This is an optimization exercise on Yosys and OpenROAD, whose aim is small area, a short achievable clock period and few clock cycles per item, not a production implementation.
Only simulation tests tie the RTL to the original design; equivalence was not proved.
Power is estimated from default activity; no workload was simulated.

==> tundra <==
==> flow/design.v (excerpt) <==
module multiplier32FP (
	input  logic        clk,
	input  logic        rst_n,
	input  logic        start_i,
	input  logic [31:0] a_i,
	input  logic [31:0] b_i,
	output logic        done_o,
	output logic        nan_o,
	output logic        infinit_o,
	output logic        overflow_o,
	output logic        underflow_o,
	output logic [31:0] product_o
);
clock: 15.0 ns
lec_check: 0
cap_margin: 0
core_margin: 2
core_utilization: 60
place_density: 0.75
slew_margin: 0
synth_hierarchical: 1
standard.sh (not shown) runs the stock make flow with config.mk's settings and CLKGATE_MAP_FILE= SYNTH_SCRIPT=/design/flow/synth_recipe.tcl, a recipe that flattens the netlist after the stock synthesis.
==> flow/flow/run.sh <==
#!/bin/bash
# Own layout flow: the standard ORFS flow (standard.sh) with two changes:
#  - the input and output ports are buffered with buf_4 cells instead of the
#    default port-buffer choice;
#  - timing repair aims for 8.2 ns of setup slack (the clock period and the
#    constraints are unchanged; this only makes repair work on paths that
#    already meet them).
# Each make step writes its own log under orfs/logs; the make output as a
# whole goes to standard.log.
set -euo pipefail
export BUFFER_PORTS_ARGS="-buffer_cell sky130_fd_sc_hd__buf_4"
export SETUP_SLACK_MARGIN=8.2
bash standard.sh > standard.log 2>&1
==> delta (differences from tundra) <==
==> flow/run.sh (new file) <==
#!/bin/bash
# synth_recipe.tcl (not shown) runs the flow's synth.tcl, then flattens the netlist and writes it again
# the make line also repeats each setting of config.mk as NAME=value (left out here)
make -C /OpenROAD-flow-scripts/flow DESIGN_CONFIG=/design/flow/config.mk WORK_HOME=/design/flow/orfs CLKGATE_MAP_FILE= SYNTH_SCRIPT=/design/flow/synth_recipe.tcl finish
SETUP_SLACK_MARGIN = 5   (was unset)
removed: flow/flow/run.sh
removed: flow/standard.sh
==> fjord (differences from tundra) <==
==> flow/flow/run.sh (replaced) <==
#!/bin/bash
# Own layout flow: the standard ORFS flow (standard.sh) with two changes:
#  - the input and output ports are buffered with buf_2 cells instead of the
#    default port-buffer choice;
#  - timing repair aims for 8 ns of setup slack (the clock period and the
#    constraints are unchanged; this only makes repair work on paths that
#    already meet them).
# Each make step writes its own log under orfs/logs; the make output as a
# whole goes to standard.log.
set -euo pipefail
export BUFFER_PORTS_ARGS="-buffer_cell sky130_fd_sc_hd__buf_2"
export SETUP_SLACK_MARGIN=8
bash standard.sh > standard.log 2>&1
==> notes <==
- Of fjord and delta, delta has the higher non-clock buffer count (gap 14).
- Of fjord and delta, delta has the higher final cell count (gap 0.35%, measured against delta).
- Synthesized cell count is the same in delta and tundra.
- Between fjord and tundra, the lower global-route usage is in fjord (gap 0.46 points).
- Register-to-register slack, highest first: delta, tundra, fjord.
- Area after synthesis is the same in delta and tundra.
- In critical path depth, delta and tundra do not differ.
- Of tundra and delta, delta has the higher clock power (gap about 8%, measured against delta).
- The highest setup slack belongs to tundra, the lowest to delta.
Testbench counts of tundra, summed over its fixed seeds: cycles 3,321, ops 3,200.
Testbench counts of delta, summed over its fixed seeds: cycles 3,321, ops 3,200.
Testbench counts of fjord, summed over its fixed seeds: cycles 3,321, ops 3,200.


==> 09-21 <==
multiplier32FP, a different RTL version from the one above (not shown whole).
// multiplier32FP
module multiplier32FP (
	input  logic        clk,
	input  logic        rst_n,
	input  logic        start_i,
	input  logic [31:0] a_i,
	input  logic [31:0] b_i,
	output logic        done_o,
	output logic        nan_o,
	output logic        infinit_o,
	output logic        overflow_o,
	output logic        underflow_o,
	output logic [31:0] product_o
);
==> flow/config.mk <==
export PLATFORM = sky130hd
export DESIGN_NAME = multiplier32FP
export DESIGN_NICKNAME = multiplier32FP
export VERILOG_FILES = /design/flow/design.v
export SDC_FILE = /design/flow/constraint.sdc
export NUM_CORES = 4
export LEC_CHECK = 0
export CAP_MARGIN = 20
export CORE_MARGIN = 2
export CORE_UTILIZATION = 40
export PLACE_DENSITY = 0.6
export SLEW_MARGIN = 20
==> flow/constraint.sdc <==
create_clock -name core_clock -period 15.0 [get_ports {clk}]
set_input_delay 3.0000 -clock core_clock [delete_from_list [all_inputs] [get_ports {clk}]]
set_output_delay 3.0000 -clock core_clock [all_outputs]
set_load 0.01 [all_outputs]
run.sh (not shown) runs the stock make flow with config.mk's settings and CLKGATE_MAP_FILE= SYNTH_SCRIPT=/design/flow/synth_recipe.tcl, a recipe that flattens the netlist after the stock synthesis.
Stock flow here: none of the scripts above is used.
==> 07-15: changes against 09-21 <==
Settings changed: ABC_AREA set to 1.
==> comparison table <==
quantity	09-21	07-15
Outcome	finished clean	finished clean
Met3 WL post-DR	5550 um	6090 um
Met2 layer wire length in the routed design	41000 um	42300 um
Internal Dissipation	2.75 mW	2.44 mW
Number of buffer and inverter instances along the worst setup path	3	7
Met2 usage	42.7%	42.6%
Comb pwr	5.28 mW	4.72 mW
Xor/xnor cell area share of the yosys netlist	2.02%	1.36%
Number of library cell types mapped by synthesis	96	50
Post-synthesis cell count	3176	4339
Peak VDD IR	0.114 mV	0.103 mV
Die boundary height	263 um	270 um
Total detailed-routing wirelength	87300 um	89300 um
Effective utilization at floorplan	40.2%	40.4%
Std-Cell Core Area	66800 sq um	70000 sq um
Final std cells w/o fill	4075	5268
Proportion of netlist area held by the largest area contributor	36.2%	34.4%
Area of placed instances	28600 sq um	29900 sq um
Cells after DPL	4042	5234
Max layer used	met4	met5
Synthesized area divided by synthesized cell count	8.46 sq um	6.53 sq um
# diodes	1	3
Sequential portion of the cell area	7.88%	7.56%
Number of global-route vias before repair	23.8k	26.2k
Part of the power in combinational logic	84.5%	83.8%
Compound-gate portion of the synthesized area	11.7%	3.49%
Period utilisation layout	69.0%	63.4%
Testbench counts of 09-21, summed over its fixed seeds: cycles 3,200, ops 3,200.
Testbench counts of 07-15, summed over its fixed seeds: cycles 3,200, ops 3,200.

-- static timing again, ports no longer ideal --
Ports are ideal in the flow. The routed layouts listed here were re-timed in OpenROAD. Step 1 assumes that a clkbuf_16 drives the clock port and a buf_2 every other input. Step 2 adds t to the input delays and takes it off the output delays; t is the mean of the earliest and latest rising clock arrival at the registers after step 1. Input paths then give back, and output paths get back, about the clock's delay inside the block. Slacks: no drivers / after step 1 / after step 2; pairs: no drivers / after step 1.
| run | t, ns | setup slack, ns | hold WS [ns] | clock arrival spread, ns | worst register clock-pin slew, ns |
|---|---|---|---|---|---|
| tundra | 0.487 | 8.222 / 8.180 / 7.749 | 0.439 / 0.439 / 0.439 | 0.014 / 0.015 | 0.08 / 0.08 |
| delta | 0.498 | 7.153 / 7.094 / 7.048 | 0.434 / 0.434 / 0.434 | 0.012 / 0.011 | 0.07 / 0.07 |
| fjord | 0.479 | 8.097 / 8.093 / 7.645 | 0.437 / 0.437 / 0.437 | 0.010 / 0.010 | 0.07 / 0.07 |
| 09-21 | 0.500 | 4.657 / 4.602 / 5.102 | 2.690 / 2.657 / 3.157 | 0.015 / 0.016 | 0.07 / 0.07 |
| 07-15 | 0.492 | 5.483 / 5.430 / 5.922 | 2.686 / 2.655 / 3.147 | 0.016 / 0.016 | 0.06 / 0.06 |
After both steps setup and hold are still met in every run listed. The setup slack of tundra, which loses most, moves by -0.042 ns with the drivers and by -0.473 ns with both steps.
